This is an optimization exercise on Yosys and OpenROAD, whose aim is small area, not a production implementation.
RTL that was checked went through simulation tests only; none was proved equivalent to the original.
Function not checked in run 6: the RTL went through the layout flow alone.

File: flow/config.mk
export PLATFORM = sky130hd
export DESIGN_NAME = cordic_pipelined
export DESIGN_NICKNAME = cordic_pipelined
export VERILOG_FILES = /design/flow/design.v
export SDC_FILE = /design/flow/constraint.sdc
export NUM_CORES = 4
export LEC_CHECK = 0
export CAP_MARGIN = 20
export CORE_MARGIN = 2
export CORE_UTILIZATION = 40
export CTS_BUF_LIST = sky130_fd_sc_hd__clkbuf_8
export CTS_CLUSTER_DIAMETER = 60
export CTS_CLUSTER_SIZE = 20
export GPL_TIMING_DRIVEN = 0
export SLEW_MARGIN = 20
File: flow/constraint.sdc
create_clock -name core_clock -period 7.0 [get_ports {clk}]
set_input_delay 1.4000 -clock core_clock [delete_from_list [all_inputs] [get_ports {clk}]]
set_output_delay 1.4000 -clock core_clock [all_outputs]
set_load 0.01 [all_outputs]
File: flow/design.v
`timescale 1ns/100ps
module cordic_rca #(parameter W=16)
(
	input  [W-1:0] a, b,
	input          ci,
	output [W-1:0] s
);
	wire [W:0] c;
	assign c[0] = ci;
	genvar i;
	generate for (i = 0; i < W; i = i + 1) begin : bit_
		assign s[i]   = a[i] ^ b[i] ^ c[i];
		assign c[i+1] = (a[i] & b[i]) | (a[i] & c[i]) | (b[i] & c[i]);
	end endgenerate
endmodule
module cordic_add #(parameter N=1, parameter CS=16, parameter LA=0, parameter F=0)
(
	input  [15:0]   a,
	input  [15-N:0] bl,
	input           bh, ci,
	output [15:0]   s
);
	localparam L = 16 - N;                
	localparam T = L - F;                 
	localparam R = (CS < T) ? CS : T;     
	wire [L:0] c;
	assign c[0] = ci;
	genvar i;
	generate for (i = 0; i < R; i = i + 1) begin : lo
		assign s[i]   = a[i] ^ bl[i] ^ c[i];
		assign c[i+1] = (a[i] & bl[i]) | (a[i] & c[i]) | (bl[i] & c[i]);
	end endgenerate
	generate if (R < T) begin : sel
		wire [T:R] c0, c1;
		wire [T-1:R] s0, s1;
		assign c0[R] = 1'b0;
		assign c1[R] = 1'b1;
		for (i = R; i < T; i = i + 1) begin : b
			assign s0[i]   = a[i] ^ bl[i] ^ c0[i];
			assign c0[i+1] = (a[i] & bl[i]) | (a[i] & c0[i]) | (bl[i] & c0[i]);
			assign s1[i]   = a[i] ^ bl[i] ^ c1[i];
			assign c1[i+1] = (a[i] & bl[i]) | (a[i] & c1[i]) | (bl[i] & c1[i]);
			assign s[i]    = c[R] ? s1[i] : s0[i];
		end
		assign c[T] = c[R] ? c1[T] : c0[T];
	end endgenerate
	wire [L:T] cf;
	generate if (LA) begin : la
		for (i = T; i <= L; i = i + 1) begin : k
			assign cf[i] = lookahead(a[L-1:0], bl, ci, i);
		end
	end else begin : nola
		assign cf[T] = c[T];
		for (i = T; i < L; i = i + 1) begin : k
			assign cf[i+1] = (a[i] & bl[i]) | (a[i] & cf[i]) | (bl[i] & cf[i]);
		end
	end endgenerate
	generate for (i = T; i < L; i = i + 1) begin : top
		assign s[i] = a[i] ^ bl[i] ^ cf[i];
	end endgenerate
	wire t = cf[L] ^ bh;
	wire [N:0] p;
	assign p[0] = t;
	generate for (i = 0; i < N; i = i + 1) begin : hi
		assign s[L+i] = a[L+i] ^ p[i];
		assign p[i+1] = p[i] & (a[L+i] ^ bh);
	end endgenerate
	function lookahead(input [L-1:0] x, input [L-1:0] y, input ci, input integer j);
		reg [L-1:0] g, p;
		integer d, k;
		begin
			p = x ^ y;
			g = x;
			g[0] = p[0] ? ci : x[0];
			p[0] = 1'b0;
			for (d = 1; d < L; d = d * 2)
				for (k = L - 1; k >= d; k = k - 1) begin
					g[k] = p[k] ? g[k-d] : g[k];
					p[k] = p[k] & p[k-d];
				end
			lookahead = (j == 0) ? ci : g[j-1];
		end
	endfunction
endmodule
module cordic_cell #(parameter N=0, parameter CS=16, parameter LA=0, parameter F=0)
(
	input         d,
	input  [15:0] x_in, y_in,
	output [15:0] x_out, y_out
);
	wire [15:0] yn;
	cordic_add #(N, CS, LA, F) ax (.a(x_in),  .bl(y_in[15:N] ^ {(16-N){~d}}), .bh(y_in[15] ^ ~d), .ci(~d), .s(x_out));
	cordic_add #(N, CS, LA, F) ay (.a(~y_in), .bl(x_in[15:N] ^ {(16-N){~d}}), .bh(x_in[15] ^ ~d), .ci(~d), .s(yn));
	assign y_out = ~yn;
endmodule
module cordic_zstep #(parameter W=16, parameter SITA=0)
(
	input  [W-1:0] z_in,
	output [W-1:0] z_out
);
	wire d = z_in[W-1];
	wire [W-1:0] k = SITA;
	cordic_rca #(W) az (.a(z_in), .b(d ? k : ~k), .ci(~d), .s(z_out));
endmodule
module cordic_table
(
	input  [5:0] d,
	output [15:0]  x, y
);
	localparam [63:0] X0 = 64'h7270f1b17270f1b1;
	localparam [63:0] X1 = 64'h552c8f90a0bdf9c0;
	localparam [63:0] X2 = 64'hf9df284e9b173db2;
	localparam [63:0] X3 = 64'h8ada78ab551e595e;
	localparam [63:0] X4 = 64'hdbc9d79189eb91da;
	localparam [63:0] X5 = 64'h961fdca1853bfa68;
	localparam [63:0] X6 = 64'he88fc54bd2a3f116;
	localparam [63:0] X7 = 64'h89dfe5b3cda7fb90;
	localparam [63:0] X8 = 64'h7a6a5a12485a565f;
	localparam [63:0] X9 = 64'hc1ebf3ebd7cfd783;
	localparam [63:0] X10 = 64'hfee6dac2435b677f;
	localparam [63:0] X11 = 64'h7642cffbdff3426e;
	localparam [63:0] X12 = 64'hcf66ee77ee7766f3;
	localparam [63:0] X13 = 64'hf67ef66ff66f7e6f;
	localparam [63:0] X14 = 64'h8000800180010001;
	localparam [63:0] X15 = 64'h8000800180010001;
	localparam [63:0] Y0 = 64'he4c5a707e4c5a707;
	localparam [63:0] Y1 = 64'h0befdc00a4d830f5;
	localparam [63:0] Y2 = 64'h0c56feec9382fdc5;
	localparam [63:0] Y3 = 64'hbf4f1eff48872d08;
	localparam [63:0] Y4 = 64'h0d6c41c8ec7de94d;
	localparam [63:0] Y5 = 64'h838546f8e09d7e3c;
	localparam [63:0] Y6 = 64'h3ee5602d4bf97881;
	localparam [63:0] Y7 = 64'hac4570d964f17dc8;
	localparam [63:0] Y8 = 64'h5f3f0f8b2e0f2307;
	localparam [63:0] Y9 = 64'h687d597d416561e9;
	localparam [63:0] Y10 = 64'h57734f6b290d1115;
	localparam [63:0] Y11 = 64'h132b655d45592b37;
	localparam [63:0] Y12 = 64'h6533771177113359;
	localparam [63:0] Y13 = 64'h5317533553351735;
	localparam [63:0] Y14 = 64'heaaaeaa8eaa8aaa8;
	localparam [63:0] Y15 = 64'heaaaeaa8eaa8aaa8;
	assign x[0] = X0[d];
	assign x[1] = X1[d];
	assign x[2] = X2[d];
	assign x[3] = X3[d];
	assign x[4] = X4[d];
	assign x[5] = X5[d];
	assign x[6] = X6[d];
	assign x[7] = X7[d];
	assign x[8] = X8[d];
	assign x[9] = X9[d];
	assign x[10] = X10[d];
	assign x[11] = X11[d];
	assign x[12] = X12[d];
	assign x[13] = X13[d];
	assign x[14] = X14[d];
	assign x[15] = X15[d];
	assign y[0] = Y0[d];
	assign y[1] = Y1[d];
	assign y[2] = Y2[d];
	assign y[3] = Y3[d];
	assign y[4] = Y4[d];
	assign y[5] = Y5[d];
	assign y[6] = Y6[d];
	assign y[7] = Y7[d];
	assign y[8] = Y8[d];
	assign y[9] = Y9[d];
	assign y[10] = Y10[d];
	assign y[11] = Y11[d];
	assign y[12] = Y12[d];
	assign y[13] = Y13[d];
	assign y[14] = Y14[d];
	assign y[15] = Y15[d];
endmodule
`timescale 1ns/100ps
module cordic_pipelined
(
	input  clk,rst,
	input  signed [15:0] z,
	output signed [15:0] x,y
);
	wire [15:0] zn1;
	cordic_zstep #(.W(16),.SITA(12868)) zs1 (.z_in(z), .z_out(zn1));
	reg [15:0] z1_r;
	reg [0:0] d1_r;
	always @ (posedge clk) begin z1_r <= zn1[15:0]; d1_r <= z[15]; end
	wire [15:0] zn2;
	cordic_zstep #(.W(16),.SITA(7596)) zs2 (.z_in(z1_r), .z_out(zn2));
	reg [14:0] z2_r;
	reg [1:0] d2_r;
	always @ (posedge clk) begin z2_r <= zn2[14:0]; d2_r <= {z1_r[15], d1_r}; end
	wire [14:0] zn3;
	cordic_zstep #(.W(15),.SITA(4014)) zs3 (.z_in(z2_r), .z_out(zn3));
	reg [14:0] z3_r;
	reg [2:0] d3_r;
	always @ (posedge clk) begin z3_r <= zn3[14:0]; d3_r <= {z2_r[14], d2_r}; end
	wire [14:0] zn4;
	cordic_zstep #(.W(15),.SITA(2037)) zs4 (.z_in(z3_r), .z_out(zn4));
	reg [13:0] z4_r;
	reg [3:0] d4_r;
	always @ (posedge clk) begin z4_r <= zn4[13:0]; d4_r <= {z3_r[14], d3_r}; end
	wire [13:0] zn5;
	cordic_zstep #(.W(14),.SITA(1023)) zs5 (.z_in(z4_r), .z_out(zn5));
	wire ovf = ~(&zn5[13:10]) & (|zn5[13:10]);
	wire [8:0] dl = ovf ? {9{zn5[13]}} : {zn5[10], ~zn5[9:2]};   
	reg [13:0] d5_r;   
	always @ (posedge clk) d5_r <= {dl[0],dl[1],dl[2],dl[3],dl[4],dl[5],dl[6],dl[7],dl[8], z4_r[13], d4_r};
	reg [13:0] d6_r;
	always @ (posedge clk) d6_r <= d5_r[13:0];
	reg [13:0] d7_r;
	always @ (posedge clk) d7_r <= d6_r[13:0];
	reg [13:0] d8_r;
	always @ (posedge clk) d8_r <= d7_r[13:0];
	reg [13:0] d9_r;
	always @ (posedge clk) d9_r <= d8_r[13:0];
	wire [15:0] tx, ty;
	cordic_table tab (.d(d9_r[5:0]), .x(tx), .y(ty));
	wire [15:0] x7_c, y7_c;
	cordic_cell #(.N(6),.CS(5)) it6 (.d(d9_r[6]), .x_in(tx), .y_in(ty), .x_out(x7_c), .y_out(y7_c));
	reg [6:0] d10_r;
	always @ (posedge clk) d10_r <= d9_r[13:7];
	reg [15:0] x10_r, y10_r;
	always @ (posedge clk) begin x10_r <= x7_c; y10_r <= y7_c; end
	wire [15:0] x8_c, y8_c;
	cordic_cell #(.N(7)) it7 (.d(d10_r[0]), .x_in(x10_r), .y_in(y10_r), .x_out(x8_c), .y_out(y8_c));
	reg [5:0] d11_r;
	always @ (posedge clk) d11_r <= d10_r[6:1];
	reg [15:0] x11_r, y11_r;
	always @ (posedge clk) begin x11_r <= x8_c; y11_r <= y8_c; end
	wire [15:0] x9_c, y9_c;
	cordic_cell #(.N(8)) it8 (.d(d11_r[0]), .x_in(x11_r), .y_in(y11_r), .x_out(x9_c), .y_out(y9_c));
	reg [4:0] d12_r;
	always @ (posedge clk) d12_r <= d11_r[5:1];
	reg [15:0] x12_r, y12_r;
	always @ (posedge clk) begin x12_r <= x9_c; y12_r <= y9_c; end
	wire [15:0] x10_c, y10_c;
	cordic_cell #(.N(9)) it9 (.d(d12_r[0]), .x_in(x12_r), .y_in(y12_r), .x_out(x10_c), .y_out(y10_c));
	reg [3:0] d13_r;
	always @ (posedge clk) d13_r <= d12_r[4:1];
	reg [15:0] x13_r, y13_r;
	always @ (posedge clk) begin x13_r <= x10_c; y13_r <= y10_c; end
	wire [15:0] x11_c, y11_c;
	cordic_cell #(.N(10),.LA(1)) it10 (.d(d13_r[0]), .x_in(x13_r), .y_in(y13_r), .x_out(x11_c), .y_out(y11_c));
	wire [15:0] x12_c, y12_c;
	cordic_cell #(.N(11)) it11 (.d(d13_r[1]), .x_in(x11_c), .y_in(y11_c), .x_out(x12_c), .y_out(y12_c));
	reg [1:0] d14_r;
	always @ (posedge clk) d14_r <= d13_r[3:2];
	reg [15:0] x14_r, y14_r;
	always @ (posedge clk) begin x14_r <= x12_c; y14_r <= y12_c; end
	wire [15:0] x13_c, y13_c;
	cordic_cell #(.N(12),.LA(1)) it12 (.d(d14_r[0]), .x_in(x14_r), .y_in(y14_r), .x_out(x13_c), .y_out(y13_c));
	wire [15:0] x14_c, y14_c;
	cordic_cell #(.N(13)) it13 (.d(d14_r[1]), .x_in(x13_c), .y_in(y13_c), .x_out(x14_c), .y_out(y14_c));
	assign x = x14_c;
	assign y = y14_c;
endmodule
File: flow/flow/run.sh
#!/bin/bash
# Layout flow: the standard flow (standard.sh) with the synthesised netlist
# re-optimised before floorplanning. The registers (their names and cells),
# the full adders, half adders and ports are kept; only the gates between them
# change, and the logic function stays the same:
#   1. fixpol.py re-chooses the polarity of each full adder and XOR gate so
#      that the inverters Yosys's extract_fa left around them go away (a full
#      adder is self-dual; an XOR gate absorbs input inversions and can be
#      swapped for an XNOR);
#   2. ABC re-maps the remaining gates for area (deepsyn, then the ORFS area
#      script at the clock period);
#   3. fixpol.py again.
# Port buffers use buf_1. Each tool writes its full output to a log file of its
# own in this folder.
set -euo pipefail
W=$(pwd)
R="$W/orfs/results/${FLOW_PLATFORM}/cordic_pipelined/base"
LIB="$FLOW_HOME/platforms/${FLOW_PLATFORM}/lib/sky130_fd_sc_hd__tt_025C_1v80.lib"
YOSYS="$FLOW_HOME/../tools/install/yosys/bin/yosys"
[[ -x "$YOSYS" ]] || YOSYS=yosys
PORTBUF="BUFFER_PORTS_ARGS=-buffer_cell sky130_fd_sc_hd__buf_1"
DONTUSE=$(sed -n '/^export DONT_USE_CELLS/,/^$/p' "$FLOW_HOME/platforms/${FLOW_PLATFORM}/config.mk" \
  | grep -o 'sky130_fd_sc_hd__[a-z0-9_]*' | sed 's/^/-dont_use /' | tr '\n' ' ')
PERIOD_PS=$(python3 -c "print(int(round(float('$FLOW_PERIOD_NS') * 1000)))")

# 1. standard synthesis (synth_recipe.tcl), netlist only
bash standard.sh "$PORTBUF" "$R/1_2_yosys.v" > "$W/flow_01_synth.log" 2>&1
cp "$R/1_2_yosys.v" "$W/net_0_synth.v"

top_only() {  # keep only the top module of a Yosys-written netlist
  python3 - "$1" "$2" "$FLOW_TOP" <<'PY'
import re, sys
t = open(sys.argv[1]).read()
mods = re.split(r'(?=^module )', t, flags=re.M)
keep = [m for m in mods if re.match(r'module %s\s*\(' % re.escape(sys.argv[3]), m)]
assert len(keep) == 1
open(sys.argv[2], 'w').write(keep[0])
PY
}

fixpol() {  # $1 in.v $2 out.v $3 log tag
  "$YOSYS" -p "read_liberty -lib $LIB; read_verilog $1; hierarchy -top $FLOW_TOP; write_json $W/$3_in.json" > "$W/flow_$3_read.log" 2>&1
  python3 "$W/flow/fixpol.py" "$W/$3_in.json" "$W/$3_out.json" > "$W/flow_$3_fixpol.log" 2>&1
  "$YOSYS" -p "read_json $W/$3_out.json; hierarchy -top $FLOW_TOP; opt_clean; write_verilog -noattr -nohex -nodec $W/$3_all.v" > "$W/flow_$3_write.log" 2>&1
  top_only "$W/$3_all.v" "$2"
}

# 2. polarity fix
fixpol "$W/net_0_synth.v" "$W/net_1_fixpol.v" 02

# 3. area re-mapping of the gates between registers, adders and ports
cat > "$W/resyn.abc" <<ABC
strash
&get -n
&deepsyn -J 200 -T 600
&put
dch
map -B 0.9
topo
stime -c
buffer -c
upsize -c
dnsize -c
ABC
KEEP="sky130_fd_sc_hd__fa_1 sky130_fd_sc_hd__fa_2 sky130_fd_sc_hd__fa_4 sky130_fd_sc_hd__ha_1 sky130_fd_sc_hd__ha_2 sky130_fd_sc_hd__ha_4 sky130_fd_sc_hd__dfxtp_1 sky130_fd_sc_hd__dfxtp_2 sky130_fd_sc_hd__dfxtp_4 sky130_fd_sc_hd__conb_1"
"$YOSYS" -p "read_liberty -ignore_miss_func $LIB; read_verilog $W/net_1_fixpol.v; hierarchy -top $FLOW_TOP; \
  setattr -mod -set keep_hierarchy 1 $KEEP; flatten; opt_clean; select $FLOW_TOP; \
  abc -D $PERIOD_PS -script $W/resyn.abc -liberty $LIB $DONTUSE; select -clear; opt_clean; \
  hierarchy -top $FLOW_TOP; write_verilog -noattr -nohex -nodec $W/03_all.v" > "$W/flow_03_resyn.log" 2>&1
top_only "$W/03_all.v" "$W/net_2_resyn.v"

# 4. polarity fix again
fixpol "$W/net_2_resyn.v" "$W/net_3_fixpol.v" 04

# keep the re-optimised netlist only if it has the same registers
python3 - "$W/net_0_synth.v" "$W/net_3_fixpol.v" > "$W/flow_05_regcheck.log" 2>&1 <<'PY'
import re, sys
def regs(f):
    t = open(f).read()
    return sorted(re.findall(r'(sky130_fd_sc_hd__df\w+)\s+(\S+)\s*\(', t))
a, b = regs(sys.argv[1]), regs(sys.argv[2])
print(len(a), 'registers in synthesis,', len(b), 'after')
assert [n for _, n in a] == [n for _, n in b], 'register names differ'
PY
cp "$W/net_3_fixpol.v" "$R/1_2_yosys.v"

# 5. the rest of the standard flow, from the re-optimised netlist
bash standard.sh "$PORTBUF" finish > "$W/flow_06_layout.log" 2>&1
File: flow/flow/fixpol.py
#!/usr/bin/env python3
"""Remove inverters around full adders and XOR gates by choosing each cell's polarity.

A full adder is self-dual: FA(~a, ~b, ~c) = (~sum, ~cout). An XOR gate takes
either polarity at each input and gives either polarity at its output
(xor2 <-> xnor2). This pass reads the mapped netlist as Yosys JSON, chooses for
each such cell whether to build the complemented version, and then keeps one
inverter for each signal that some pin still needs complemented. The logic
function of every register input and output port is unchanged.

usage: fixpol.py in.json out.json
"""
import json, sys, collections

P = 'sky130_fd_sc_hd__'
src, dst = sys.argv[1], sys.argv[2]
J = json.load(open(src))
mods = J['modules']
top = [m for m in mods if mods[m].get('attributes', {}).get('top')] or \
      [m for m in mods if mods[m].get('cells')]
top = top[0]
M = mods[top]
cells = M['cells']

def is_inv(t): return t.startswith(P + 'inv_') or t.startswith(P + 'clkinv_')
def is_fa(t): return t.startswith(P + 'fa_')
XORS = {P + 'xor2_1': (P + 'xnor2_1'), P + 'xnor2_1': (P + 'xor2_1'),
        P + 'xor2_2': (P + 'xnor2_2'), P + 'xnor2_2': (P + 'xor2_2'),
        P + 'xor2_4': (P + 'xnor2_4'), P + 'xnor2_4': (P + 'xor2_4'),
        P + 'xor3_1': (P + 'xnor3_1'), P + 'xnor3_1': (P + 'xor3_1'),
        P + 'xor3_2': (P + 'xnor3_2'), P + 'xnor3_2': (P + 'xor3_2'),
        P + 'xor3_4': (P + 'xnor3_4'), P + 'xnor3_4': (P + 'xor3_4')}
OUTPINS = {'X', 'Y', 'Q', 'Q_N', 'SUM', 'COUT', 'HI', 'LO'}

def outpin(c, p):
    d = cells[c].get('port_directions')
    if d and p in d: return d[p] == 'output'
    return p in OUTPINS

# drivers and loads of every bit
drv = {}
loads = collections.defaultdict(list)
for name, port in M['ports'].items():
    for b in port['bits']:
        if port['direction'] == 'input': drv[b] = ('$port', name)
        else: loads[b].append(('$port', name))
for c, cd in cells.items():
    for p, bits in cd['connections'].items():
        for b in bits:
            if outpin(c, p): drv[b] = (c, p)
            else: loads[b].append((c, p))

inv = {c for c, cd in cells.items() if is_inv(cd['type'])}
# base signal and polarity of every bit, looking through inverters
memo = {}
def base(b):
    if b in memo: return memo[b]
    d = drv.get(b)
    if isinstance(b, str) or d is None or d[0] not in inv:
        r = (b, 0)
    else:
        a = cells[d[0]]['connections']['A'][0]
        bb, pp = base(a)
        r = (bb, pp ^ 1)
    memo[b] = r
    return r

fa = [c for c, cd in cells.items() if is_fa(cd['type'])]
xo = [c for c, cd in cells.items() if cd['type'] in XORS]
flip = {c: 0 for c in fa + xo}

# native polarity of a base bit: 1 if its driver is flipped
def native(b):
    d = drv.get(b)
    if d is not None and d[0] in flip: return flip[d[0]]
    return 0

# requirements: every non-inverter load pin needs (base, pol)
def requirements():
    req = set()
    for b, ls in loads.items():
        for (c, p) in ls:
            if c != '$port' and c in inv: continue
            bb, pp = base(b)
            if c != '$port' and c in flip:
                if cells[c]['type'] in XORS:
                    continue          # an XOR input takes either polarity
                pp ^= flip[c]
            req.add((bb, pp))
    return req

def cost():
    n = 0
    for (bb, pp) in requirements():
        if isinstance(bb, str): continue      # constants
        if pp != native(bb): n += 1
    return n

# local search over single cells and fa carry chains
def chain_groups():
    adj = collections.defaultdict(set)
    for c in fa:
        for p in ('A', 'B', 'CIN'):
            b = cells[c]['connections'][p][0]
            bb, _ = base(b)
            d = drv.get(bb)
            if d and d[0] in flip and is_fa(cells[d[0]]['type']):
                adj[c].add(d[0]); adj[d[0]].add(c)
    seen, groups = set(), []
    for c in fa:
        if c in seen: continue
        st, g = [c], []
        seen.add(c)
        while st:
            x = st.pop(); g.append(x)
            for y in adj[x]:
                if y not in seen: seen.add(y); st.append(y)
        groups.append(g)
    return groups

best = cost()
start = best
moves = [[c] for c in fa + xo] + [g for g in chain_groups() if len(g) > 1]
improved = True
while improved:
    improved = False
    for mv in moves:
        for c in mv: flip[c] ^= 1
        k = cost()
        if k < best:
            best = k; improved = True
        else:
            for c in mv: flip[c] ^= 1
print('inverters needed: %d -> %d (had %d inverter cells)' % (start, best, len(inv)), file=sys.stderr)

# rebuild: remove all inverters, flip cells, add one inverter per needed (base, 1)
allbits = [b for n in M['netnames'].values() for b in n['bits'] if isinstance(b, int)]
allbits += [b for cd in cells.values() for bits in cd['connections'].values() for b in bits if isinstance(b, int)]
allbits += [b for p in M['ports'].values() for b in p['bits'] if isinstance(b, int)]
nextbit = [max(allbits) + 1]
def newbit():
    nextbit[0] += 1
    return nextbit[0]
invout = {}
def get(bb, pp):
    """bit carrying base bb at polarity pp (relative to its native)."""
    if isinstance(bb, str):
        if pp == 0: return bb
        return {'0': '1', '1': '0'}.get(bb, bb)
    if pp == native(bb): return bb
    if bb not in invout:
        nb = newbit()
        invout[bb] = nb
    return invout[bb]

newconn = {}
orig_conn = {c: dict(cd['connections']) for c, cd in cells.items()}
for c, cd in cells.items():
    if c in inv: continue
    conn = {}
    for p, bits in cd['connections'].items():
        nb = []
        for b in bits:
            if outpin(c, p):
                nb.append(b)            # drivers keep their bit; meaning may be complemented
            else:
                bb, pp = base(b)
                if c in flip and cells[c]['type'] in XORS:
                    # take the base as it is natively; fold the difference into the gate
                    want = pp
                    have = native(bb) if not isinstance(bb, str) else 0
                    if want != have and not isinstance(bb, str):
                        flip[c] ^= 0  # handled below via parity
                    nb.append(bb if not isinstance(bb, str) else get(bb, pp))
                    continue
                if c in flip: pp ^= flip[c]
                nb.append(get(bb, pp))
        conn[p] = nb
    newconn[c] = conn
# port loads
for name, port in M['ports'].items():
    if port['direction'] == 'input': continue
    nb = []
    for b in port['bits']:
        bb, pp = base(b)
        nb.append(get(bb, pp))
    port['bits'] = nb
    if name in M['netnames']:
        M['netnames'][name]['bits'] = nb
for c, conn in newconn.items():
    cells[c]['connections'] = conn
for c in inv: del cells[c]
# XOR gates: output polarity = type parity ^ input polarity differences; choose type to give native flip
for c in xo:
    cd = cells[c]
    par = 0
    for p, bits in orig_conn[c].items():
        if outpin(c, p): continue
        for b in bits:
            bb, pp = base(b)
            if isinstance(bb, str): continue
            par ^= pp ^ native(bb)   # the input now sees native(bb) instead of pp
    # original output = T(inputs at pp); new inputs differ by par, so output flips by par;
    # we want the output to be flipped by flip[c]
    if par ^ flip[c]:
        old, new = cd['type'], XORS[cd['type']]
        oo = [p for p in cd['connections'] if outpin(c, p)][0]
        no = [p for p, v in mods[new]['ports'].items() if v['direction'] == 'output'][0]
        cd['type'] = new
        cd['connections'][no] = cd['connections'].pop(oo)
        if 'port_directions' in cd:
            cd['port_directions'] = {p: v['direction'] for p, v in mods[new]['ports'].items()}
# names of the new inverters and nets: a prefix no existing name uses
tag = 0
while any(n.startswith('fixpol%d_' % tag) for n in list(cells) + list(M['netnames'])):
    tag += 1
k = 0
for bb, ob in invout.items():
    k += 1
    assert 'fixpol%d_inv_%d' % (tag, k) not in cells
    cells['fixpol%d_inv_%d' % (tag, k)] = {
        'hide_name': 0, 'type': P + 'inv_1', 'parameters': {}, 'attributes': {},
        'port_directions': {'A': 'input', 'Y': 'output'},
        'connections': {'A': [bb], 'Y': [ob]}}
    M['netnames']['fixpol%d_n%d' % (tag, k)] = {'hide_name': 0, 'bits': [ob], 'attributes': {}}
print('inverter cells now: %d' % len(invout), file=sys.stderr)
json.dump(J, open(dst, 'w'))
File: flow/standard.sh
#!/bin/bash
# synth_recipe.tcl (not shown) runs the flow's synth.tcl, then flattens the netlist and writes it again
# the make line also repeats each setting of config.mk as NAME=value (left out here)
make -C /OpenROAD-flow-scripts/flow DESIGN_CONFIG=/design/flow/config.mk WORK_HOME=/design/flow/orfs CLKGATE_MAP_FILE= SYNTH_SCRIPT=/design/flow/synth_recipe.tcl "${@:-finish}"
==> results_dict.tcl, run 1 <==
set metrics [dict create \
    fin_skew_ps 37.6 \
    postPlaceCellArea_um2 18300 \
    cts_max_level 1 \
    syn_inst 1850 \
    grt_pass1_wl_um 62300 \
    cts_hold_buffers 0 \
    grt_setup_unrepaired "no" \
    max_stage_delay_ps 510 \
    coreArea_um2 42900 \
    final_nets 2145 \
    relSlewSlack 0.346 \
    final_cell_mix "320 x dfxtp_1, 300 x nand2_1, 238 x inv_1, 130 x xor2_1, 122 x fa_1" \
    timing.final.crit_share 0.960 \
    numCtsBuffers 28 \
    synth_nets 2061 \
    io_pins 50 \
    ys_warn_count 3 \
    numClockSinks 324 \
    min_path_type "reg -> reg" \
    overflow 0 \
    final_layout_size_suffix_gt1_frac 0.0902 \
    fin_crit_ps 6720 \
    hold_viol 0 \
    clk_pin_slew_worst_paths_ps 110 \
    cp.buffers_inverters 2 \
    crit_family "adder cells" \
    routed_wirelength_um 38600 \
    first_iter_violations 645 \
    wire_per_inst_um 15.2 \
    die_area_um2 44900 \
    start_util 0.403 \
    fp-row-count 76 \
    maxCapViolations 0 \
    fin_area_um2 19000 \
    tightestPinTransition_ps 980 \
    finalSetupViolations 0 \
    layout_commonest_cell "dfxtp_1" \
    cp_data_required_time_ps 7530 \
    syn-cell-area_um2 17300 \
    post-place-ws_ps -1200 \
    die_h_um 212 \
    cpMostUsedCell "fa_2" \
    place_congestion 0.987 \
    drt_pass1_iterations 5 \
    fmax_mhz 149 \
    syn_avg_cell_area_um2 9.35 \
    setup_ws_ps 283 \
    maxSlewViolCount 0 \
    drc 0 \
    via_count 12200 \
    cp-start-kind "input pin" \
    cp-end-kind "register" \
    routed_via_density 4.80 \
    dp_hpwl_um 31100 \
    worstPathCellList "buf_2, clkinvlp_4, ha_2, or2_4, fa_2, fa_2, a211o_1, fa_2, fa_2, fa_2, fa_2, fa_2, fa_2, fa_2, fa_2, fa_2, fa_2, fa_2" \
    grt_start_max_net_pins 30 \
    ant_nets 0 \
    die_w_um 212 \
    worstPathMaxFanout 8 \
    grt_usage 0.176 \
    antenna_found_initial 0 \
    status "timing/DRC/antenna clean" \
    cts_root_buf "clkbuf_8" \
    grt_pass1_vias 12300 \
    cts_tree "built" \
    cp.arrival_ps 7250 \
    clock_latency_ps 600 \
    cp_slowest_cell "fa_2" \
    antennaDiodeCount 0 \
    area_growth_pct 9.81 \
    portBuffers 48 \
    setup.worst_path.class "in -> reg" \
    ctsLongestPathBuffers 3 \
]
final cells by class:
type | instances | area [um2]
plain buffers | 6 | 45.0
clock buffers | 29 | 399
clock inverters | 19 | 265
fillers | 4167 | 23900
inverters | 240 | 908
multi-input cells | 1280 | 9930
flip-flops and latches | 324 | 6500
well taps | 585 | 732
repair buffers | 54 | 226
state kept, by name, indices dropped and copies added (netlist names), 4 cells and up:
signal,cells
d10_r,7
d11_r,6
d12_r,5
d13_r,4
d4_r,4
d5_r,14
d6_r,14
d7_r,14
d8_r,14
d9_r,14
x10_r,16
x11_r,16
x12_r,16
x13_r,16
x14_r,16
y10_r,16
y11_r,16
y12_r,16
y13_r,16
y14_r,16
z1_r,16
z2_r,15
z3_r,15
z4_r,14
repair_timing:
item                                    CTS  global route
endpoints found under the hold margin     0             0
buffers inserted                          2             4
resized for setup                         2             6
endpoints found under the setup margin    5            22
stage by stage:
stage | hold slack [ps] | utilization | setup TNS (ps) | instances
3_3_place_gp | 310 | 0.426 | -3850 | 2483
2_1_floorplan | 310 | - | -106 | 1850
3_5_place_dp | 312 | 0.426 | -4210 | 2483
6_report | 312 | 0.443 | 0 | 2537
4_1_cts | 315 | 0.442 | 0 | 2533
5_1_grt | 322 | 0.443 | 0 | 2537
path summary, 6_finish.rpt:
path	cells past startpoint	slack (ps)	to	startpoint
setup / recovery	18	280	z1_r[14]	z[15]
setup reg to reg	18	290	z2_r[14]	z1_r[15]
hold reg to reg	0	310	d9_r[9]	d8_r[9]
hold / removal	0	310	d9_r[9]	d8_r[9]
per-layer routing:
| layer | vias to the layer above | wire length (um) | track usage |
|---|---|---|---|
| met3 | 122 | 1550 | 0.0186 |
| met4 | 0 | 2180 | 0.0886 |
| met5 | - | 0 | 0 |
| met1 | 5698 | 14600 | 0.190 |
| li1 | 6053 | - | - |
| met2 | 301 | 20300 | 0.339 |
worst register-to-register path, stage by stage, from the launching register on:
cell,delay (ps)
dfxtp_4,500
clkinvlp_4,190
ha_1,200
or2_2,300
fa_1,390
fa_1,390
fa_1,390
fa_1,400
fa_1,410
fa_1,410
fa_1,400
fa_1,390
fa_1,390
fa_1,390
fa_1,390
fa_1,390
fa_1,390
xnor2_1,150
xor2_1,140
==> inputs of run 2 (changes only) <==
--- a/flow/flow/run.sh
+++ b/flow/flow/run.sh
@@ -54,3 +54,3 @@
 &get -n
-&deepsyn -J 200 -T 600
+&deepsyn -T 60
 &put
--- a/flow/config.mk
+++ b/flow/config.mk
@@ -13,3 +13,2 @@
 export CTS_CLUSTER_SIZE = 20
-export GPL_TIMING_DRIVEN = 0
 export SLEW_MARGIN = 20
==> run 2 against run 1 <==
- still clean on timing, DRC and antenna
- non-clock buffer count up 65
- critical path depth up 9
- fmax up 1.7%
==> results_dict.tcl, run 2 <==
set metrics [dict create \
    final_cell_mix "321 x dfxtp_1, 274 x nand2_1, 257 x inv_1, 128 x nor2_1, 122 x xnor2_1" \
    grt_pass1_vias 12900 \
    fin_skew_ps 62.2 \
    routed_via_density 4.87 \
    fin_tns_setup_ps 0 \
    cts_max_level 1 \
    die_h_um 211 \
    grt_pass1_wl_um 65900 \
    antenna_found_initial 0 \
    final_layout_size_suffix_gt1_frac 0.112 \
    numCtsBuffers 26 \
    grt_start_max_net_pins 25 \
    fmax_mhz 151 \
    drc 0 \
    place_congestion 0.983 \
    die_w_um 211 \
    clock_latency_ps 600 \
    final_cells 2555 \
    hold_viol 0 \
    routed_wirelength_um 41500 \
    overflow 0 \
    cts_root_buf "clkbuf_8" \
    cts_tree "built" \
    ant_nets 0 \
    first_iter_violations 713 \
    layout_commonest_cell "dfxtp_1" \
    setup.worst_path.class "reg -> out" \
    clk_pin_slew_worst_paths_ps 110 \
    cp-start-kind "register" \
    dp_hpwl_um 34000 \
    via_count 12400 \
    fp-row-count 75 \
    fin_crit_ps 6600 \
    numClockSinks 324 \
    worstPathMaxFanout 5 \
    ctsLongestPathBuffers 3 \
    ys_warn_count 3 \
    cp-end-kind "output pin" \
    tightestPinTransition_ps 767 \
    portBuffers 48 \
    dp.cells 2506 \
    antennaDiodeCount 0 \
    die_area_um2 44600 \
    timing.final.crit_share 0.944 \
    cts_hold_buffers 0 \
    relSlewSlack 0.485 \
    maxCapViolations 0 \
    fin_area_um2 19300 \
    coreArea_um2 42100 \
    start_util 0.408 \
    maxSlewViolCount 0 \
    cp.arrival_ps 5200 \
    status "timing/DRC/antenna clean" \
    synth_nets 2059 \
    finalSetupViolations 0 \
    cp_data_required_time_ps 5600 \
    postPlaceCellArea_um2 18600 \
    syn_inst 1848 \
    min_path_type "reg -> reg" \
    rrSetupSlack_ps 470 \
    syn-cell-area_um2 17200 \
    drt_pass1_iterations 5 \
    syn_avg_cell_area_um2 9.29 \
    wire_per_inst_um 16.2 \
    area_growth_pct 12.6 \
    grt_usage 0.190 \
    whs_ps 289 \
    io_pins 50 \
    final_nets 2210 \
]
-- run 2: worst max-delay path, cell delays in order, from the launching register on --
cell	delay [ps]
dfxtp_4	400
xnor2_4	160
ha_1	290
o21ai_0	70
a21oi_1	120
nor2_1	80
or2_4	250
nand2_1	50
inv_1	50
or2_4	250
nand2_2	110
a21oi_2	70
nand2_2	100
inv_1	70
nand2_1	100
nand2_1	70
xor2_1	180
a21oi_1	100
fa_1	390
fa_2	380
nor2_2	130
nand2_1	120
o21ai_4	240
nand2_4	110
xnor2_4	210
o21ai_1	110
xnor2_1	210
clkbuf_2	170
-- run 2: per-layer routing --
layer  vias up  share of wire  global-route usage
li1       6147              -                   -
met1      5792           0.36               0.191
met2       344           0.52               0.363
met3       154          0.040              0.0272
met4         0          0.074               0.127
met5         -              0                   0
-- run 2: area by class of cell --
type / count / area (um2)
clock buffers: 29 / 399
clock inverters: 16 / 171
fillers: 4130 / 22800
inverters: 258 / 972
multi-input cells: 1264 / 9860
flip-flops and latches: 324 / 6490
well taps: 539 / 674
repair buffers: 125 / 761
-- run 2: metrics by stage --
step / worst slack, ps / utilization
2_1_floorplan: -106 / -
3_3_place_gp: -73.1 / 0.442
3_5_place_dp: -86.7 / 0.442
4_1_cts: -3.39 / 0.456
5_1_grt: -21.8 / 0.459
6_report: 395 / 0.459
-- run 2: final timing paths --
| kind | startpoint | endpoint | cells past startpoint |
|---|---|---|---|
| hold / removal | d10_r[2] | d11_r[1] | 0 |
| setup reg to reg | z1_r[15] | z2_r[14] | 18 |
| setup / recovery | y14_r[13] | y[7] | 27 |
| hold reg to reg | d10_r[2] | d11_r[1] | 0 |
-- run 2: repair_timing --
action / CTS / global route
gates resized for setup: 6 / 21
endpoints found under the setup margin: 7 / 20
pin swaps: 0 / 7
buffers inserted: 0 / 4
==> inputs of run 3 (changes only) <==
--- a/flow/config.mk
+++ b/flow/config.mk
@@ -7,3 +7,3 @@
 export LEC_CHECK = 0
-export CAP_MARGIN = 20
+export CAP_MARGIN = 10
 export CORE_MARGIN = 2
@@ -13,2 +13,3 @@
 export CTS_CLUSTER_SIZE = 20
-export SLEW_MARGIN = 20
+export GPL_TIMING_DRIVEN = 0
+export SLEW_MARGIN = 10
==> run 3 against run 2 <==
- final area shrank 2.9%
- still clean on timing, DRC and antenna
- synthesized cell count did not move
- setup slack got worse by 120 ps
==> results_dict.tcl, run 3 <==
set metrics [dict create \
    maxSlewViolCount 0 \
    first_iter_violations 589 \
    min_path_type "reg -> reg" \
    fin_crit_ps 6720 \
    final_cell_mix "316 x dfxtp_1, 273 x nand2_1, 257 x inv_1, 126 x nor2_1, 123 x xnor2_1" \
    timing.final.crit_share 0.960 \
    cts_max_level 1 \
    via_count 12200 \
    die_area_um2 44600 \
    numClockSinks 324 \
    routed_wirelength_um 41000 \
    critPathCapture "z1_r[14]" \
    fmax_mhz 149 \
    cp.arrival_ps 7250 \
    grt_pass1_wl_um 64300 \
    syn_avg_cell_area_um2 9.29 \
    drc 0 \
    syn_inst 1848 \
    ctsLongestPathBuffers 3 \
    hold_viol 0 \
    max_stage_delay_ps 520 \
    drt_pass1_iterations 5 \
    postPlaceCellArea_um2 18100 \
    ant_nets 0 \
    grt_pass1_vias 12500 \
    die_h_um 211 \
    area_growth_pct 9.34 \
    fp-row-count 75 \
    overflow 0 \
    worstPathCellList "buf_2, clkinvlp_4, ha_2, or2_4, fa_2, fa_2, a211o_1, fa_2, fa_2, fa_2, fa_2, fa_2, fa_2, fa_2, fa_2, fa_2, fa_2, fa_2" \
    cpMostUsedCell "fa_2" \
    relSlewSlack 0.335 \
    antenna_found_initial 0 \
    numCtsBuffers 26 \
    status "timing/DRC/antenna clean" \
    worstPathMaxFanout 8 \
    synth_nets 2059 \
    grt_usage 0.186 \
    fillCellCount 4095 \
    maxCapViolations 0 \
    cp.buffers_inverters 2 \
    cp-start-kind "input pin" \
    seq_area_um2 6500 \
    reg2reg_depth 18 \
    post-route-util 0.446 \
    routed_via_density 4.89 \
    clk_pin_slew_worst_paths_ps 100 \
    crit_family "adder cells" \
    syn-cell-area_um2 17200 \
    layout_commonest_cell "dfxtp_1" \
    rrSetupSlack_ps 290 \
    wire_per_inst_um 16.5 \
    cts_root_buf "clkbuf_8" \
    cp_data_required_time_ps 7530 \
    multiInputGateArea_um2 9840 \
    grt_start_max_net_pins 36 \
    clock_latency_ps 580 \
    die_w_um 211 \
    place_congestion 0.970 \
    fin_tns_setup_ps 0 \
    finalSetupViolations 0 \
    final_layout_size_suffix_gt1_frac 0.0812 \
    fin_area_um2 18800 \
    cp_slowest_cell "fa_2" \
    antennaDiodeCount 0 \
    rr_endpoint "z2_r[14]" \
    io_pins 50 \
    coreArea_um2 42100 \
    setup.worst_path.class "in -> reg" \
    dp_hpwl_um 33000 \
    r2r_start "z1_r[15]" \
    cts_hold_buffers 0 \
    cts_tree "built" \
    start_util 0.408 \
    cp-end-kind "register" \
    crit_cells 18 \
    fin_skew_ps 21.9 \
    hold_depth 0 \
    portBuffers 48 \
    crit_start "z[15]" \
    tightestPinTransition_ps 996 \
    ys_warn_count 3 \
    final_nets 2143 \
]
## run 3: what timing repair did
item / 4_1_cts / 5_1_grt
cloned: 0 / 1
pin swaps: 0 / 4
endpoints found under the setup margin: 14 / 28
setup buffers: 2 / 4
resized for setup: 11 / 22
## run 3: how the worst min path moves through the flow
stage | endpoint | from | slack [ps]
2_1_floorplan | d10_r[0] | d9_r[7] | 310
3_3_place_gp | d7_r[1] | d6_r[1] | 310
3_5_place_dp | d9_r[5] | d8_r[5] | 310
4_1_cts | d9_r[9] | d8_r[9] | 330
5_1_grt | d5_r[3] | d4_r[3] | 340
6_report | d9_r[2] | d8_r[2] | 330
## run 3: worst register-to-register path: stages, from the launching register on
cell and delay (ps):
dfxtp_4 490, inv_1 230, ha_1 250, or2_2 300
fa_1 380, fa_1 390, fa_1 390, fa_1 390
fa_1 390, fa_1 390, fa_1 390, fa_1 390
fa_1 390, fa_1 390, fa_1 390, fa_1 390
fa_1 380, xnor2_1 140, xor2_1 140
## run 3: routing by layer
layer,up-vias,track usage,routed length (um)
met2,285,0.362,21700
li1,6033,-,-
met4,0,0.107,2600
met3,132,0.0244,1470
met5,-,0,0
met1,5712,0.187,15200
## run 3: final cells by class
cell class                 instances  share of cell area
multi-input combinational       1264               0.524
tap                              539              0.0359
clock inverter                    14             0.00733
sequential                       324               0.346
buffer                             2            0.000466
timing repair inverter             1            0.000400
clock buffer                      28              0.0205
inverter                         258              0.0520
timing repair buffer              55              0.0128
## run 3: stage by stage
step	std cells	hold slack (ps)	setup slack, ps
after floorplan	1848	310	-106
after global placement	2435	310	-1080
after detailed placement	2435	312	-1170
after CTS	2479	334	53.1
after global routing	2485	336	-6.45
final	2485	330	278
==> inputs of run 4 (changes only) <==
--- a/flow/flow/run.sh
+++ b/flow/flow/run.sh
@@ -9,4 +9,3 @@
 #      swapped for an XNOR);
-#   2. ABC re-maps the remaining gates for area (deepsyn, then the ORFS area
-#      script at the clock period);
+#   2. ABC re-maps the remaining gates for area (deepsyn, then amap);
 #   3. fixpol.py again.
@@ -54,11 +53,7 @@
 &get -n
-&deepsyn -T 60
+&deepsyn -J 50 -T 600
 &put
 dch
-map -B 0.9
+amap
 topo
-stime -c
-buffer -c
-upsize -c
-dnsize -c
 ABC
--- a/flow/config.mk
+++ b/flow/config.mk
@@ -7,3 +7,3 @@
 export LEC_CHECK = 0
-export CAP_MARGIN = 10
+export CAP_MARGIN = 20
 export CORE_MARGIN = 2
@@ -14,2 +14,2 @@
 export GPL_TIMING_DRIVEN = 0
-export SLEW_MARGIN = 10
+export SLEW_MARGIN = 20
==> run 4 against run 3 <==
- sequential share of layout area is 0.40 points higher
- critical endpoint is now x[7]
- worst hold slack worse by 24 ps
- critical path depth rose by 8
- core utilization up 2.1 points
- flip-flop and latch count is the same
- die area is 5.7% lower
- setup slack got worse by 77 ps
- final area fell by 1.0%
- cell count shrank 0.12%
- non-clock buffer count is 40 higher
==> results_dict.tcl, run 4 <==
set metrics [dict create \
    dp_hpwl_um 31300 \
    ys_warn_count 3 \
    io_pins 50 \
    area_growth_pct 14.9 \
    final_cell_mix "314 x dfxtp_1, 278 x nor2_1, 245 x inv_1, 136 x o22ai_1, 128 x o21ai_0" \
    fin_skew_ps 38.5 \
    ant_nets 0 \
    layout_commonest_cell "dfxtp_1" \
    fin_tns_setup_ps 0 \
    final_layout_size_suffix_gt1_frac 0.125 \
    reg2reg_depth 19 \
    cts_tree "built" \
    antennaDiodeCount 0 \
    grt_pass1_vias 12800 \
    min_path_type "reg -> reg" \
    tightestPinTransition_ps 1080 \
    wire_per_inst_um 16.7 \
    crit_start "d14_r[0]" \
    route.met3.wl_um 1950 \
    crit_family "compound AO/OA/AOI/OAI gates" \
    numCtsBuffers 25 \
    timing.final.crit_share 0.971 \
    drt_pass1_iterations 5 \
    maxCapViolations 0 \
    grt_pass1_wl_um 65000 \
    r2r_start "z1_r[15]" \
    finalSetupViolations 0 \
    overflow 0 \
    wl_met1_um 15900 \
    synth_nets 2025 \
    worstPathMaxFanout 4 \
    fillCellCount 3785 \
    wl_met2_um 21300 \
    seq_area_um2 6510 \
    die_h_um 205 \
    rr_endpoint "z2_r[14]" \
    critPathCapture "x[7]" \
    crit_cells 26 \
    maxSlewViolCount 0 \
    hold_viol 0 \
    start_util 0.406 \
    syn_inst 1814 \
    drc 0 \
    ctsLongestPathBuffers 3 \
    setup.worst_path.class "reg -> out" \
    relSlewSlack 0.278 \
    multiInputGateArea_um2 9280 \
    die_area_um2 42000 \
    clock_latency_ps 580 \
    whs_ps 306 \
    cp_data_required_time_ps 5600 \
    max_stage_delay_ps 400 \
    cp.buffers_inverters 6 \
    cts_max_level 1 \
    cpMostUsedCell "o21ai_2" \
    highest_layer "met4" \
    grt_start_max_net_pins 31 \
    via_count 13100 \
    final_nets 2151 \
    syn_avg_cell_area_um2 8.91 \
    fmax_mhz 147 \
    rrSetupSlack_ps 350 \
    fp-row-count 73 \
    place_congestion 1.01 \
    fin_crit_ps 6800 \
    cp-end-kind "output pin" \
    syn-cell-area_um2 16200 \
    fin_area_um2 18600 \
    routed_wirelength_um 41300 \
    grt_usage 0.194 \
    clk_pin_slew_worst_paths_ps 110 \
    cts_root_buf "clkbuf_8" \
    cp_slowest_cell "fa_2" \
    routed_via_density 5.26 \
    die_w_um 205 \
    antenna_found_initial 0 \
    portBuffers 48 \
    postPlaceCellArea_um2 17100 \
    post-route-util 0.467 \
    coreArea_um2 39800 \
    status "timing/DRC/antenna clean" \
    cp-start-kind "register" \
    first_iter_violations 783 \
    grt_setup_unrepaired "yes" \
    cp.arrival_ps 5400 \
    numClockSinks 324 \
]
## run 4: metal layers
metal | vias to the layer above | global-route usage
met5 | - | 0
met3 | 131 | 0.0212
li1 | 6480 | -
met4 | 0 | 0.0907
met1 | 6060 | 0.216
met2 | 385 | 0.369
## run 4: area by class of cell
type	count	share of cell area
Sequential cell	324	0.350
Timing Repair inverter	2	0.000673
Multi-Input combinational cell	1229	0.499
Tap cell	525	0.0354
Timing Repair Buffer	97	0.0315
Clock inverter	17	0.00828
Clock buffer	27	0.0200
Inverter	261	0.0543
## run 4: worst min path at each step
stage	startpoint	endpoint	slack, ps	depth (start not counted)
floorplan	d9_r[7]	d10_r[0]	310	0
global placement	d6_r[7]	d7_r[7]	310	0
detailed placement	d8_r[2]	d9_r[2]	310	0
CTS	d7_r[9]	d8_r[9]	310	0
global route	d8_r[4]	d9_r[4]	320	0
finish	d7_r[9]	d8_r[9]	310	0
## run 4: what timing repair did
item / CTS / global route
hold buffers: 0 / 0
gates cloned: 1 / 1
gates resized for setup: 79 / 119
setup buffers: 24 / 22
endpoints found under the setup margin: 41 / 41
pin swaps: 17 / 27
## run 4: per-stage QoR
stage                     std cells  worst slack (ps)
after floorplan                1814              -121
after global placement         2387             -1930
after detailed placement       2390             -1190
after CTS                      2459             -44.5
after global routing           2482              -162
final                          2482               201
==> inputs of run 5 (changes only) <==
--- a/flow/flow/run.sh
+++ b/flow/flow/run.sh
@@ -9,3 +9,3 @@
 #      swapped for an XNOR);
-#   2. ABC re-maps the remaining gates for area (deepsyn, then amap);
+#   2. ABC re-maps the remaining gates for area (deepsyn, then map -a);
 #   3. fixpol.py again.
@@ -56,3 +56,3 @@
 dch
-amap
+map -a
 topo
==> run 5 against run 4 <==
- still clean
- clock skew decreased by 4.2 ps
- register-to-register slack improved by 90 ps
- setup slack improved by 17 ps
- cell count decreased by 4.4%
- critical path depth decreased by 8
- first-iteration DRC count decreased by 20%
- critical path type is now in -> reg
==> results_dict.tcl, run 5 <==
set metrics [dict create \
    status "timing/DRC/antenna clean" \
    cp_data_required_time_ps 7520 \
    final_cell_mix "316 x dfxtp_1, 212 x inv_1, 203 x nand2_1, 174 x nor2_1, 127 x xnor2_1" \
    clk_pin_slew_worst_paths_ps 110 \
    grt_busiest_layer "met2" \
    routed_wirelength_um 37200 \
    grt_setup_unrepaired "yes" \
    area_growth_pct 11.0 \
    overflow 0 \
    use_met1 0.181 \
    cp-start-kind "input pin" \
    place_congestion 1.01 \
    r2r_start "d9_r[3]" \
    fin_crit_ps 6780 \
    hold-path-endpoint "d6_r[10]" \
    die_h_um 207 \
    timing.final.crit_share 0.969 \
    antennaDiodeCount 0 \
    fin_skew_ps 34.3 \
    worstPathMaxFanout 8 \
    fmax_mhz 147 \
    clock_latency_ps 580 \
    start_util 0.405 \
    cp_slowest_cell "fa_2" \
    relSlewSlack 0.321 \
    setup.worst_path.class "in -> reg" \
    ys_warn_count 3 \
    wire_per_inst_um 15.7 \
    syn-cell-area_um2 16500 \
    min_path_type "reg -> reg" \
    cp-end-kind "register" \
    hold_start "d5_r[10]" \
    ant_nets 0 \
    fillCellCount 3969 \
    maxSlewViolCount 0 \
    first_iter_violations 627 \
    routed_via_density 4.86 \
    grt_pass1_vias 11800 \
    synth_nets 1945 \
    syn_inst 1734 \
    maxCapViolations 0 \
    postPlaceCellArea_um2 17400 \
    die_area_um2 42900 \
    cts_tree "built" \
    drt_pass1_iterations 5 \
    coreArea_um2 40700 \
    worstPathCellList "buf_2, clkinvlp_4, ha_2, or2_4, fa_2, fa_2, a211o_2, fa_2, fa_2, fa_2, fa_2, fa_2, fa_2, fa_2, fa_2, fa_2, fa_2, fa_2" \
    via_count 11500 \
    reg2reg_depth 27 \
    grt_usage 0.172 \
    drc 0 \
    rr_endpoint "y10_r[14]" \
    rrSetupSlack_ps 440 \
    cp.arrival_ps 7300 \
    layout_commonest_cell "dfxtp_1" \
    die_w_um 207 \
    max_stage_delay_ps 510 \
    tightestPinTransition_ps 1020 \
    fp-row-count 74 \
    whs_ps 323 \
    numCtsBuffers 25 \
    dp_hpwl_um 29500 \
    grtUsageMet2 0.330 \
    final_layout_size_suffix_gt1_frac 0.0782 \
    hold_depth 0 \
    io_pins 50 \
    fin_area_um2 18300 \
    multiInputGateArea_um2 9450 \
    seq_area_um2 6500 \
    final_nets 2039 \
    cts_max_level 1 \
    grt_util_met3 0.0277 \
    cpMostUsedCell "fa_2" \
    portBuffers 48 \
    cts_root_buf "clkbuf_8" \
    antenna_found_initial 0 \
    finalSetupViolations 0 \
    grt_start_max_net_pins 28 \
    ctsLongestPathBuffers 3 \
    numClockSinks 324 \
    grt_pass1_wl_um 59600 \
    hold_viol 0 \
    syn_avg_cell_area_um2 9.52 \
]
-- run 5: how the worst max path moves through the flow --
| stage | from | to | slack [ps] | cells after the start |
|---|---|---|---|---|
| final | z[15] | z1_r[14] | 220 | 18 |
| after global routing | d14_r[0] | y[11] | -30 | 29 |
| after CTS | d9_r[5] | y10_r[14] | 30 | 28 |
| after detailed placement | z[15] | z1_r[14] | -1220 | 18 |
| after global placement | z[15] | z1_r[14] | -1190 | 18 |
| after floorplan | z[15] | z1_r[14] | -170 | 17 |
-- run 5: area by class of cell --
class,count,share of cell area
multi-input cells,1197,0.516
flip-flops and latches,324,0.355
inverters,213,0.0443
well taps,532,0.0363
clock buffers,26,0.0195
repair buffers,66,0.0189
clock inverters,15,0.00970
repair inverters,1,0.000273
-- run 5: what timing repair did --
| action | 4_1_cts | 5_1_grt |
|---|---|---|
| pin swaps | 0 | 5 |
| hold buffers | 0 | 0 |
| resized for setup | 12 | 44 |
| gates cloned | 0 | 1 |
| endpoints found under the setup margin | 28 | 31 |
| buffers inserted | 2 | 16 |
-- run 5: per-stage QoR --
stage	setup WS (ps)	TNS, ps	utilization	cells
after floorplan	-173	-198	-	1734
after global placement	-1190	-8030	0.427	2314
after detailed placement	-1220	-5050	0.427	2314
after CTS	27.6	0	0.442	2357
after global routing	-27.4	-82.3	0.450	2374
final	218	0	0.450	2374
-- run 5: per-layer routing --
metal | routed length (um) | part of all wire
met2 | 19500 | 0.52
met3 | 1940 | 0.052
met1 | 13600 | 0.37
met4 | 2150 | 0.058
met5 | 0 | 0
-- run 5: critical path, delay by kind of cell --
| family | cells | cell delay [ps] |
|---|---|---|
| compound gates | 1 | 350 |
| fa+ha+maj | 14 | 4840 |
| buf+inv | 2 | 450 |
| simple gates | 1 | 240 |
==> inputs of run 6 (changes only) <==
--- a/flow/design.v
+++ b/flow/design.v
@@ -181,7 +181,9 @@
 );
+	reg [15:0] z0_r;
+	always @ (posedge clk) z0_r <= z;
 	wire [15:0] zn1;
-	cordic_zstep #(.W(16),.SITA(12868)) zs1 (.z_in(z), .z_out(zn1));
+	cordic_zstep #(.W(16),.SITA(12868)) zs1 (.z_in(z0_r), .z_out(zn1));
 	reg [15:0] z1_r;
 	reg [0:0] d1_r;
-	always @ (posedge clk) begin z1_r <= zn1[15:0]; d1_r <= z[15]; end
+	always @ (posedge clk) begin z1_r <= zn1[15:0]; d1_r <= z0_r[15]; end
 	wire [15:0] zn2;
@@ -207,6 +209,4 @@
 	always @ (posedge clk) d5_r <= {dl[0],dl[1],dl[2],dl[3],dl[4],dl[5],dl[6],dl[7],dl[8], z4_r[13], d4_r};
-	reg [13:0] d6_r;
-	always @ (posedge clk) d6_r <= d5_r[13:0];
 	reg [13:0] d7_r;
-	always @ (posedge clk) d7_r <= d6_r[13:0];
+	always @ (posedge clk) d7_r <= d5_r[13:0];
 	reg [13:0] d8_r;
==> run 6 against run 5 <==
- register-to-register slack lost 140 ps
- cell count grew 3.3%
- die area grew 1.7%
- first-iteration DRC count grew 40%
- clock skew grew 12 ps
==> results_dict.tcl, run 6 <==
set metrics [dict create \
    status "timing/DRC/antenna clean" \
    synth_nets 1996 \
    post-place-ws_ps -543 \
    min_path_type "reg -> reg" \
    finalSetupViolations 0 \
    coreArea_um2 41700 \
    fin_tns_setup_ps 0 \
    tightestPinTransition_ps 1100 \
    maxCapViolations 0 \
    setup_ws_ps 302 \
    overflow 0 \
    grtUsageMet2 0.365 \
    die_area_um2 43600 \
    via_count 11900 \
    numCtsBuffers 25 \
    max_stage_delay_ps 420 \
    cts_root_buf "clkbuf_8" \
    cts_hold_buffers 0 \
    maxSlewViolCount 0 \
    io_pins 50 \
    grt_start_max_net_pins 29 \
    die_h_um 209 \
    relSlewSlack 0.260 \
    fin_skew_ps 46.1 \
    hold_start "d5_r[12]" \
    grt_pass1_wl_um 63300 \
    crit_start "d14_r[0]" \
    rr_endpoint "z1_r[14]" \
    antennaDiodeCount 0 \
    routed_via_density 4.85 \
    reg2reg_depth 17 \
    whs_ps 299 \
    ctsLongestPathBuffers 3 \
    cp_data_required_time_ps 5600 \
    cp-start-kind "register" \
    first_iter_violations 878 \
    clk_pin_slew_worst_paths_ps 110 \
    cp.arrival_ps 5300 \
    final_cells 2453 \
    start_util 0.403 \
    area_growth_pct 12.4 \
    wire_per_inst_um 16.5 \
    clock_latency_ps 590 \
    numClockSinks 326 \
    die_w_um 209 \
    use_met1 0.190 \
    fp-row-count 75 \
    final_layout_size_suffix_gt1_frac 0.0961 \
    cp-end-kind "output pin" \
    drt_pass1_iterations 5 \
    dp.cells 2372 \
    r2r_start "z0_r[15]" \
    grt_busiest_layer "met2" \
    drc 0 \
    cts_max_level 1 \
    critPathCapture "x[15]" \
    worstPathMaxFanout 6 \
    grt_util_met3 0.0236 \
    routed_wirelength_um 40500 \
    portBuffers 48 \
    syn_avg_cell_area_um2 9.40 \
    syn-cell-area_um2 16800 \
    grt_usage 0.185 \
    fmax_mhz 149 \
    place_congestion 1.00 \
    rrSetupSlack_ps 300 \
    syn_inst 1785 \
    setup.worst_path.class "reg -> out" \
    dp_hpwl_um 32000 \
    cts_tree "built" \
    fin_crit_ps 6700 \
    hold_viol 0 \
    final_nets 2107 \
    ant_nets 0 \
    grt_pass1_vias 12000 \
    final_cell_mix "312 x dfxtp_1, 235 x inv_1, 196 x nand2_1, 184 x nor2_1, 138 x xnor2_1" \
    antenna_found_initial 0 \
    layout_commonest_cell "dfxtp_1" \
    timing.final.crit_share 0.957 \
    ys_warn_count 3 \
    cp_slowest_cell "dfxtp_4" \
    cpMostUsedCell "inv_2" \
]
-- run 6: cell type report --
type / instances / area (um2)
clock buffers: 29 / 399
well taps: 539 / 674
repair inverters: 1 / 7.51
repair buffers: 83 / 465
clock inverters: 16 / 198
multi-input cells: 1215 / 9630
flip-flops and latches: 326 / 6560
fillers: 4037 / 22800
inverters: 244 / 938
-- run 6: metal layers --
layer	up-vias	wire length [um]
met1	5540	14700
met2	354	21600
met4	0	2470
met5	-	0
met3	135	1770
li1	5872	-
-- run 6: through the flow --
step            util  area [um2]
3_3_place_gp   0.423       17600
4_1_cts        0.442       18400
6_report       0.453       18900
3_5_place_dp   0.423       17600
2_1_floorplan      -       16800
5_1_grt        0.453       18900
-- run 6: what timing repair did --
item | in CTS | in global routing
endpoints found under the setup margin | 32 | 30
setup buffers | 5 | 30
pin swaps | 5 | 15
gates resized for setup | 40 | 78
cloned | 1 | 0
-- run 6: worst min path at each step --
stage / end / slack [ps] / depth (start not counted)
5_1_grt: d7_r[12] / 300 / 0
6_report: d7_r[12] / 300 / 0
3_3_place_gp: d7_r[0] / 310 / 0
4_1_cts: d7_r[12] / 290 / 0
3_5_place_dp: d11_r[2] / 310 / 0
2_1_floorplan: d10_r[0] / 310 / 0
-- run 6: worst max-delay path, delay by kind of cell, from the launching register on --
kind                       cells  cell delay, ps
AOI/OAI and AO/OA              6             720
adders and majority gates      3            1090
and+or+nand+nor               11            1260
DFF                            1             420
buffers and inverters          7             560
xor gates and xnor gates       4             650

[what the ideal ports hide]
How much do the figures lean on ideal ports? The routed layouts below were timed once more, with nothing changed but the port constraints. Step 1 sets driving cells, clkbuf_16 on the clock port and buf_2 on the other inputs (assumed; they add their load-dependent delay and slew). Step 2 also shifts input and output timing later by t, the mid clock arrival at the registers, as if the neighbouring blocks saw the same clock. a / b / c = ideal / step 1 / step 2; a / b = the first two.
run | shift t [ns] | setup WS [ns] | worst setup path after step 2 | slew at the worst register clock pin (ns) | cell pins on the clock port's net
run 1 | 0.631 | 0.283 / 0.293 / -0.322 | input to register | 0.11 / 0.11 | 1
run 2 | 0.619 | 0.395 / 0.350 / -0.093 | input to register | 0.11 / 0.11 | 1
run 3 | 0.615 | 0.278 / 0.285 / -0.313 | input to register | 0.11 / 0.11 | 1
run 4 | 0.608 | 0.201 / 0.158 / -0.314 | input to register | 0.11 / 0.11 | 1
run 5 | 0.607 | 0.218 / 0.241 / -0.367 | input to register | 0.11 / 0.11 | 1
run 6 | 0.609 | 0.302 / 0.260 / 0.302 | register to register | 0.11 / 0.11 | 1
With both steps, setup timing fails in 5 of these runs, where it was met with ideal ports. The setup slack of run 1, which loses most, moves by +0.010 ns with the drivers and by -0.605 ns with both steps.
